This design comes from an exercise in tuning for small area, a short achievable clock period and few clock cycles per item on the open sky130 flow, not from production work.
RTL that was checked went through simulation tests only; none was proved equivalent to the original.
Power and IR drop assume default switching activity.

==> flow/design.v (excerpt) <==
module median_filter #(
  parameter WIDTH = 8,
  parameter P_WIN = 5
) (
  input  logic [WIDTH*P_WIN*P_WIN-1:0]  filter_win_in,
  input  logic                          filter_in_vld,
  output logic                          filter_in_rdy,
  output logic [WIDTH-1:0]              filter_data_out,
  output logic                          filter_out_vld,
  input  logic                          filter_out_rdy,
  input  logic [5:0]                    r_mf_threshold,
  input  logic clk,
  input  logic rst_n
);
clock: 8.5 ns
lec_check: 0
cap_margin: 20
core_margin: 2
core_utilization: 60
setup_slack_margin: 3.0
slew_margin: 20
run.sh (not shown) runs the stock make flow with config.mk's settings and CLKGATE_MAP_FILE= SYNTH_SCRIPT=/design/flow/synth_recipe.tcl, a recipe that flattens the netlist after the stock synthesis.
The starting point completed without violations.
Edit:
==> flow/flow/run.sh (new file) <==
#!/bin/bash
# The standard layout (the standard.sh: standard synthesis, ORFS place, CTS and route),
# with one change: the port buffers that global placement inserts on every input and output
# are sky130_fd_sc_hd__buf_1 instead of the cell buffer_ports picks by default. The resizer
# may still upsize them later. make's full output goes to flow.log here.
set -euo pipefail
export BUFFER_PORTS_ARGS="-buffer_cell sky130_fd_sc_hd__buf_1"
bash standard.sh BUFFER_PORTS_ARGS="$BUFFER_PORTS_ARGS" finish > flow.log 2>&1
==> flow/standard.sh (new file) <==
#!/bin/bash
# synth_recipe.tcl (not shown) runs the flow's synth.tcl, then flattens the netlist and writes it again
# the make line also repeats each setting of config.mk as NAME=value (left out here)
make -C /OpenROAD-flow-scripts/flow DESIGN_CONFIG=/design/flow/config.mk WORK_HOME=/design/flow/orfs CLKGATE_MAP_FILE= SYNTH_SCRIPT=/design/flow/synth_recipe.tcl "${@:-finish}"
removed: flow/run.sh
The new run passed the timing, DRC and antenna checks.
Clock-buffer cell count climbs by 1.
Wire length decreases by 3.1%.
Die area is unchanged.
Core utilization came out lower by 4.2 points.
Power falls by 4.8%.
Synthesized area does not change.
Critical path depth drops by 4.
First-iteration DRC count drops by 0.63%.
Function was not checked in any run of this note: the RTL went through the layout flow alone.

## xenon
Another version of the RTL of median_filter (not shown whole).
Size: about 2500 cells after synthesis, ~420 flip-flops, ~220 I/O pins, roughly 22000 um^2 of cells after synthesis.
Settings: LEC_CHECK=0, ABC_AREA=1, CAP_MARGIN=20, CORE_MARGIN=2, CORE_UTILIZATION=60, SETUP_SLACK_MARGIN=3.0, SLEW_MARGIN=20; clock period 8.5 ns.
standard.sh (not shown) runs the stock make flow with config.mk's settings and CLKGATE_MAP_FILE= SYNTH_SCRIPT=/design/flow/synth_recipe.tcl, a recipe that flattens the netlist after the stock synthesis.
==> flow/flow/run.sh <==
#!/bin/bash
# The standard layout (the standard.sh: standard synthesis, ORFS place, CTS and route),
# with two changes: the port buffers that global placement inserts on every input and output
# are sky130_fd_sc_hd__buf_1 instead of the cell buffer_ports picks by default (the resizer
# may still upsize them), and clock tree synthesis uses larger sink clusters and no dummy
# loads. make's full output goes to flow.log here.
set -euo pipefail
bash standard.sh \
  BUFFER_PORTS_ARGS="-buffer_cell sky130_fd_sc_hd__buf_1" \
  CTS_ARGS="-sink_clustering_enable -repair_clock_nets -sink_clustering_size 24 -sink_clustering_max_diameter 100 -dont_use_dummy_load" \
  finish > flow.log 2>&1
Testbench counts of xenon, summed over its fixed seeds: cycles 3,232, items 3,200.
The following lists how onyx was set up differently from xenon:
# xenon
export LEC_CHECK = 0
export ABC_AREA = 1
export CAP_MARGIN = 20
export CORE_MARGIN = 2
export CORE_UTILIZATION = 60
export SETUP_SLACK_MARGIN = 3.0
export SLEW_MARGIN = 20
create_clock -name core_clock -period 8.5 [get_ports {clk}]
# onyx
export LEC_CHECK = 0
export ABC_AREA = 1
export CAP_MARGIN = 20
export CORE_MARGIN = 2
export CORE_UTILIZATION = 60
export SETUP_SLACK_MARGIN = 3.5
export SLEW_MARGIN = 20
create_clock -name core_clock -period 8.5 [get_ports {clk}]
Results
Every stage of the flow completed for onyx, and the final layout passed the timing, DRC and antenna checks. [compare] base=xenon new=onyx: met2 routing resource usage after global routing grew by 1.2 points, net switching component of the power rose by about 7%, clock latency at the later pin of the worst-skew pair flat, fraction of the cycle the final worst path needs decreased 3.4 points.
For tundra, these inputs were changed with respect to onyx:
# onyx
export LEC_CHECK = 0
export ABC_AREA = 1
export CAP_MARGIN = 20
export CORE_MARGIN = 2
export CORE_UTILIZATION = 60
export SETUP_SLACK_MARGIN = 3.5
export SLEW_MARGIN = 20
create_clock -name core_clock -period 8.5 [get_ports {clk}]
# tundra
export LEC_CHECK = 0
export CAP_MARGIN = 20
export CORE_MARGIN = 2
export CORE_UTILIZATION = 60
export SETUP_SLACK_MARGIN = 3.0
export SLEW_MARGIN = 20
create_clock -name core_clock -period 8.5 [get_ports {clk}]
==> flow/flow/run.sh <==
#!/bin/bash
# The standard layout (the standard.sh: standard synthesis, ORFS place, CTS and route),
# with one change: the port buffers that global placement inserts on every input and output
# are sky130_fd_sc_hd__buf_1 instead of the cell buffer_ports picks by default. The resizer
# may still upsize them later. make's full output goes to flow.log here.
set -euo pipefail
export BUFFER_PORTS_ARGS="-buffer_cell sky130_fd_sc_hd__buf_1"
bash standard.sh BUFFER_PORTS_ARGS="$BUFFER_PORTS_ARGS" finish > flow.log 2>&1
## What came out
No stage failed in tundra, and the final checks on the layout all came back clean.
tundra against onyx: count of H-tree levels built during CTS up 1, power up 0.72%, met2 demand-to-capacity share in global routing up 6.7 points, part of the power in combinational logic down 9.5 points.
Per-cell via count in the routed design in tundra vs onyx: up about 9%
Area enclosed by the die boundary across onyx and tundra: no real change.
Via count of the first global-routing pass on tundra is down relative to onyx.
For post-synthesis to final-layout area growth, tundra and onyx come out practically identical.
A timing endpoint of the critical path of q1_23$_DFF_P_ is what tundra shows, while q1_8$_DFF_P_ belongs to onyx.
The inputs of harbor differ from those of tundra as listed below.
# tundra
export LEC_CHECK = 0
export CAP_MARGIN = 20
export CORE_MARGIN = 2
export CORE_UTILIZATION = 60
export SETUP_SLACK_MARGIN = 3.0
export SLEW_MARGIN = 20
create_clock -name core_clock -period 8.5 [get_ports {clk}]
# harbor
export LEC_CHECK = 0
export ABC_AREA = 1
export CAP_MARGIN = 20
export CORE_MARGIN = 2
export CORE_UTILIZATION = 60
export SETUP_SLACK_MARGIN = 3.25
export SLEW_MARGIN = 20
create_clock -name core_clock -period 8.5 [get_ports {clk}]
==> flow/flow/run.sh <==
#!/bin/bash
# The standard layout (the standard.sh: standard synthesis, ORFS place, CTS and route),
# with two changes: the port buffers that global placement inserts on every input and output
# are sky130_fd_sc_hd__buf_1 instead of the cell buffer_ports picks by default (the resizer
# may still upsize them), and clock tree synthesis uses larger sink clusters and no dummy
# loads. make's full output goes to flow.log here.
set -euo pipefail
bash standard.sh \
  BUFFER_PORTS_ARGS="-buffer_cell sky130_fd_sc_hd__buf_1" \
  CTS_ARGS="-sink_clustering_enable -repair_clock_nets -sink_clustering_size 24 -sink_clustering_max_diameter 100 -dont_use_dummy_load" \
  finish > flow.log 2>&1
Results
- harbor closes out successfully: all stages finished, all timing, DRC and antenna checks passed.
- From tundra to harbor the numbers moved as follows: share of the clock period used by the worst path after layout shows a reduction of 3.9 points; compound-cell area share of the yosys netlist down 6.0 points; flip-flop and latch power went down about 1%; post-route cell area -1100 um^2; number of cells on the worst reg-to-reg path shows an increase of 2.
- Startpoint of the most critical setup path = filter_win_in[7]: tundra; startpoint of the most critical setup path = filter_win_in[167]: harbor
- Diff tundra -> harbor: number of distinct standard cells referenced by the synthesized netlist down about 54%, cell depth of the worst setup path now sits higher, combinational power now larger.
- Between tundra and harbor, worst setup skew after layout increased.
#### Input delta (nickel over harbor)
# harbor
export LEC_CHECK = 0
export ABC_AREA = 1
export CAP_MARGIN = 20
export CORE_MARGIN = 2
export CORE_UTILIZATION = 60
export SETUP_SLACK_MARGIN = 3.25
export SLEW_MARGIN = 20
create_clock -name core_clock -period 8.5 [get_ports {clk}]
# nickel
export LEC_CHECK = 0
export ABC_CLOCK_PERIOD_IN_PS = 5000
export CAP_MARGIN = 20
export CORE_MARGIN = 2
export CORE_UTILIZATION = 60
export SETUP_SLACK_MARGIN = 3.0
export SLEW_MARGIN = 20
create_clock -name core_clock -period 8.5 [get_ports {clk}]
Notes after the runs:
In nickel, met1 routing resource usage after global routing is lower than in harbor.
Of nickel and harbor, harbor shows the lower worst hold margin, with nickel above it.
nickel against harbor: final critical delay including setup and external delays increased by 0.39 ns relative to the old numbers; clock group share of total power higher.
Diff harbor -> nickel: total standard cell area after synthesis now sits at about the same level; maximum frequency now sits lower.

Another version of the RTL of median_filter (not shown whole).
Size: about 2500 cells after synthesis, roughly 420 flip-flops, roughly 220 I/O pins, roughly 22000 µm² of cells after synthesis.
==> flow/config.mk <==
export PLATFORM = sky130hd
export DESIGN_NAME = median_filter
export DESIGN_NICKNAME = median_filter
export VERILOG_FILES = /design/flow/design.v
export SDC_FILE = /design/flow/constraint.sdc
export NUM_CORES = 4
export LEC_CHECK = 0
export ABC_AREA = 1
export CAP_MARGIN = 20
export CORE_MARGIN = 2
export CORE_UTILIZATION = 60
export SETUP_SLACK_MARGIN = 3.0
export SLEW_MARGIN = 20
==> flow/constraint.sdc <==
create_clock -name core_clock -period 8.5 [get_ports {clk}]
set_input_delay 1.7000 -clock core_clock [delete_from_list [all_inputs] [get_ports {clk}]]
set_output_delay 1.7000 -clock core_clock [all_outputs]
set_load 0.01 [all_outputs]
==> flow/flow/run.sh <==
#!/bin/bash
# The standard layout (the standard.sh: standard synthesis, ORFS place, CTS and route),
# with one change: the port buffers that global placement inserts on every input and output
# are sky130_fd_sc_hd__buf_1 instead of the cell buffer_ports picks by default. The resizer
# may still upsize them later. make's full output goes to flow.log here.
set -euo pipefail
export BUFFER_PORTS_ARGS="-buffer_cell sky130_fd_sc_hd__buf_1"
bash standard.sh BUFFER_PORTS_ARGS="$BUFFER_PORTS_ARGS" finish > flow.log 2>&1
Testbench counts at the start, summed over its fixed seeds: cycles 3,232, items 3,200.
Change:
ABC_AREA = unset   (was 1)
SETUP_SLACK_MARGIN = 3.5   (was 3.0)
What happened:
- The changed run finished with timing, DRC and antenna clean
- routed wire length rises by 9.7%
- register-to-register slack gains 0.37 ns
- utilization rises by 4.9 points
- critical path depth is unchanged
- combinational power rises by about 18%
- sequential share of layout area falls by 2.0 points
- clock power hardly moves
- non-clock buffer count rises by 76

Another version of the RTL of median_filter (not shown whole).
For scale: roughly 2400 cells after synthesis, roughly 220 I/O pins.
export LEC_CHECK = 0
export ABC_AREA = 1
export CAP_MARGIN = 20
export CORE_MARGIN = 2
export CORE_UTILIZATION = 60
export SETUP_SLACK_MARGIN = 4.0
export SLEW_MARGIN = 20
create_clock -name core_clock -period 8.5 [get_ports {clk}]
==> flow/flow/run.sh <==
#!/bin/bash
# The standard layout (the standard.sh: standard synthesis, ORFS place, CTS and route),
# with two changes: the port buffers that global placement inserts on every input and output
# are sky130_fd_sc_hd__buf_1 instead of the cell buffer_ports picks by default (the resizer
# may still upsize them), and clock tree synthesis uses larger sink clusters and no dummy
# loads. make's full output goes to flow.log here.
set -euo pipefail
bash standard.sh \
  BUFFER_PORTS_ARGS="-buffer_cell sky130_fd_sc_hd__buf_1" \
  CTS_ARGS="-sink_clustering_enable -repair_clock_nets -sink_clustering_size 24 -sink_clustering_max_diameter 100 -dont_use_dummy_load" \
  finish > flow.log 2>&1
The baseline ran to the end with no violations.
Testbench counts at the start, summed over its fixed seeds: cycles 3,232, items 3,200.
==> next run, changes <==
Settings changed: CORE_UTILIZATION 60 to 70, SETUP_SLACK_MARGIN 4.0 to 3.25.
=> Clock power hardly moves. Worst hold slack degrades by 0.013 ns. Fmax falls by about 6%. Non-clock buffer count decreases by 39. Routed wire length shrinks by about 6%. Clock skew hardly moves. Die area fell by about 14%. Cell count went down by about 3.8%. Total power fell by about 9%. Setup slack gets worse by 0.30 ns. Clock-buffer cell count is unchanged.
==> next run, changes <==
Settings changed: CORE_UTILIZATION 70 to 60.
What happened:
- via count shrinks by 3.3%
- clock power hardly moves
- synthesized cell count stays the same
- worst hold slack gains 0.019 ns
- utilization shrinks by 11 points
- global-route usage shrinks by 5.2 points
- power shrinks by 1.8%
- combinational power shrinks by about 3%

== run 1 ==
median_filter again, from the RTL that the note above started with.
==> flow/config.mk <==
export PLATFORM = sky130hd
export DESIGN_NAME = median_filter
export DESIGN_NICKNAME = median_filter
export VERILOG_FILES = /design/flow/design.v
export SDC_FILE = /design/flow/constraint.sdc
export NUM_CORES = 4
export LEC_CHECK = 0
export ABC_AREA = 1
export CAP_MARGIN = 20
export CORE_MARGIN = 2
export CORE_UTILIZATION = 60
export SETUP_SLACK_MARGIN = 3.8
export SLEW_MARGIN = 20
==> flow/constraint.sdc <==
create_clock -name core_clock -period 8.5 [get_ports {clk}]
set_input_delay 1.7000 -clock core_clock [delete_from_list [all_inputs] [get_ports {clk}]]
set_output_delay 1.7000 -clock core_clock [all_outputs]
set_load 0.01 [all_outputs]
Scripts as last shown in full above: flow/flow/run.sh
Testbench counts of run 1, summed over its fixed seeds: cycles 3,232, items 3,200.
> inputs changed (run 1 -> run 2)
# run 1
export LEC_CHECK = 0
export ABC_AREA = 1
export CAP_MARGIN = 20
export CORE_MARGIN = 2
export CORE_UTILIZATION = 60
export SETUP_SLACK_MARGIN = 3.8
export SLEW_MARGIN = 20
create_clock -name core_clock -period 8.5 [get_ports {clk}]
# run 2
export LEC_CHECK = 0
export ABC_AREA = 1
export CAP_MARGIN = 20
export CORE_MARGIN = 2
export CORE_UTILIZATION = 70
export SETUP_SLACK_MARGIN = 3.6
export SLEW_MARGIN = 20
create_clock -name core_clock -period 8.5 [get_ports {clk}]
--- outcome ---
- Compared with run 1, in run 2 hold slack ~0 delta, power in sequential cells neither gained nor lost much, transition at the pin with the smallest max-transition slack rose by 290 ps, aggregate routed wire length rose by 2400 um.
- Final routed wire length divided by cell count for run 2: about 7% up relative to run 1
- Run 2 — area overhead of the layout relative to synthesis 3.1 points lower, run 1 as reference
The inputs of run 3 differ from those of run 2 as listed below.
# run 2
export LEC_CHECK = 0
export ABC_AREA = 1
export CAP_MARGIN = 20
export CORE_MARGIN = 2
export CORE_UTILIZATION = 70
export SETUP_SLACK_MARGIN = 3.6
export SLEW_MARGIN = 20
create_clock -name core_clock -period 8.5 [get_ports {clk}]
# run 3
export LEC_CHECK = 0
export ABC_AREA = 1
export CAP_MARGIN = 20
export CORE_MARGIN = 2
export CORE_UTILIZATION = 55
export SETUP_SLACK_MARGIN = 3.6
export SLEW_MARGIN = 20
create_clock -name core_clock -period 8.5 [get_ports {clk}]
### Flow results
Run 3 has completed all stages; timing, DRC and antenna checks passed.
| summed area of non-filler cells in the final layout | run 3 vs run 2 | 0.57% higher |
Run 3 vs. run 2: depth of the critical timing path with buffers and inverters included has remained practically unchanged, routed metal-1 wirelength picked up an extra 2700 um.
Maximum single-stage delay on the critical path ends up higher on run 2.
Comparing run 2 with run 3, the area of the multi-input gates came out essentially unchanged.
Half-perimeter wire length after detailed placement for run 3 is higher than for run 2.
Cmp run 3 vs run 2: share of power burned in combinational logic lower in run 3
Diff run 2 -> run 3: hold slack now smaller; total chip power decreased by 1.7% relative to the old numbers.
Changes in run 4 relative to run 3:
# run 3
export LEC_CHECK = 0
export ABC_AREA = 1
export CAP_MARGIN = 20
export CORE_MARGIN = 2
export CORE_UTILIZATION = 55
export SETUP_SLACK_MARGIN = 3.6
export SLEW_MARGIN = 20
create_clock -name core_clock -period 8.5 [get_ports {clk}]
# run 4
export LEC_CHECK = 0
export ABC_AREA = 1
export CAP_MARGIN = 20
export CORE_MARGIN = 2
export CORE_UTILIZATION = 60
export SETUP_SLACK_MARGIN = 3.6
export SLEW_MARGIN = 20
create_clock -name core_clock -period 8.5 [get_ports {clk}]
--- outcome ---
Reported for run 4 and run 3, TritonCTS sink count turned out identical to the last digit.
Going from run 3 to run 4, cell area decreased by about 0.5% relative to the old numbers, longest individual stage delay on the worst path now larger, total power went up by about 0.53%.
[compare] base=run 3 new=run 4: clock skew essentially unchanged, critical path depth decreased 1, total wire length after detailed routing decreased 4.3%.
Diff run 3 -> run 4 | part of the total power dissipated in sequential elements | decrease of 0.2 points
Run 4 vs run 3 — area of the die dropped by a little under 10%
Number of cells upsized or downsized after cts in run 4 is 14 lower than in run 3

-- what the ideal ports hide --
Ports are ideal in the flow. The routed layouts listed here were re-timed in OpenROAD.
Step 1: set_driving_cell puts a clkbuf_16 on clk and a buf_2 on each other input, an assumption about the parent block.
Step 2 adds t to the input delays and takes it off the output delays; t is the mean of the earliest and latest rising clock arrival at the registers after step 1. Input paths then give back, and output paths get back, about the clock's delay inside the block.
Three values: ideal, step 1, step 2; two values: the first two.
run	shift t [ns]	slack for setup (ns)	latest minus earliest clock arrival (ns)
the first run of note 1	0.627	3.053 / 3.091 / 2.463	0.025 / 0.025
the second run of note 1	0.634	3.101 / 3.135 / 2.501	0.021 / 0.022
xenon	0.593	3.179 / 3.213 / 2.620	0.052 / 0.052
onyx	0.597	3.470 / 3.474 / 2.877	0.040 / 0.039
tundra	0.623	3.000 / 3.032 / 2.409	0.016 / 0.016
harbor	0.591	3.329 / 3.362 / 2.771	0.050 / 0.049
nickel	0.593	2.939 / 2.957 / 2.365	0.060 / 0.059
the first run of note 3	0.613	3.116 / 3.148 / 2.536	0.027 / 0.027
the second run of note 3	0.629	3.338 / 3.335 / 2.706	0.031 / 0.031
the first run of note 4	0.597	3.665 / 3.674 / 3.077	0.028 / 0.028
the second run of note 4	0.581	3.364 / 3.396 / 2.815	0.031 / 0.031
the third run of note 4	0.591	3.340 / 3.372 / 2.781	0.067 / 0.067
run 1	0.595	3.670 / 3.672 / 3.076	0.026 / 0.027
run 2	0.591	3.589 / 3.612 / 3.022	0.037 / 0.037
run 3	0.589	3.619 / 3.632 / 3.043	0.037 / 0.037
run 4	0.587	3.600 / 3.611 / 3.023	0.037 / 0.037
After both steps every run listed still meets setup and hold. For the second run of note 3, which loses most, drivers alone change the setup slack by -0.003 ns; drivers and shift together by -0.632 ns.
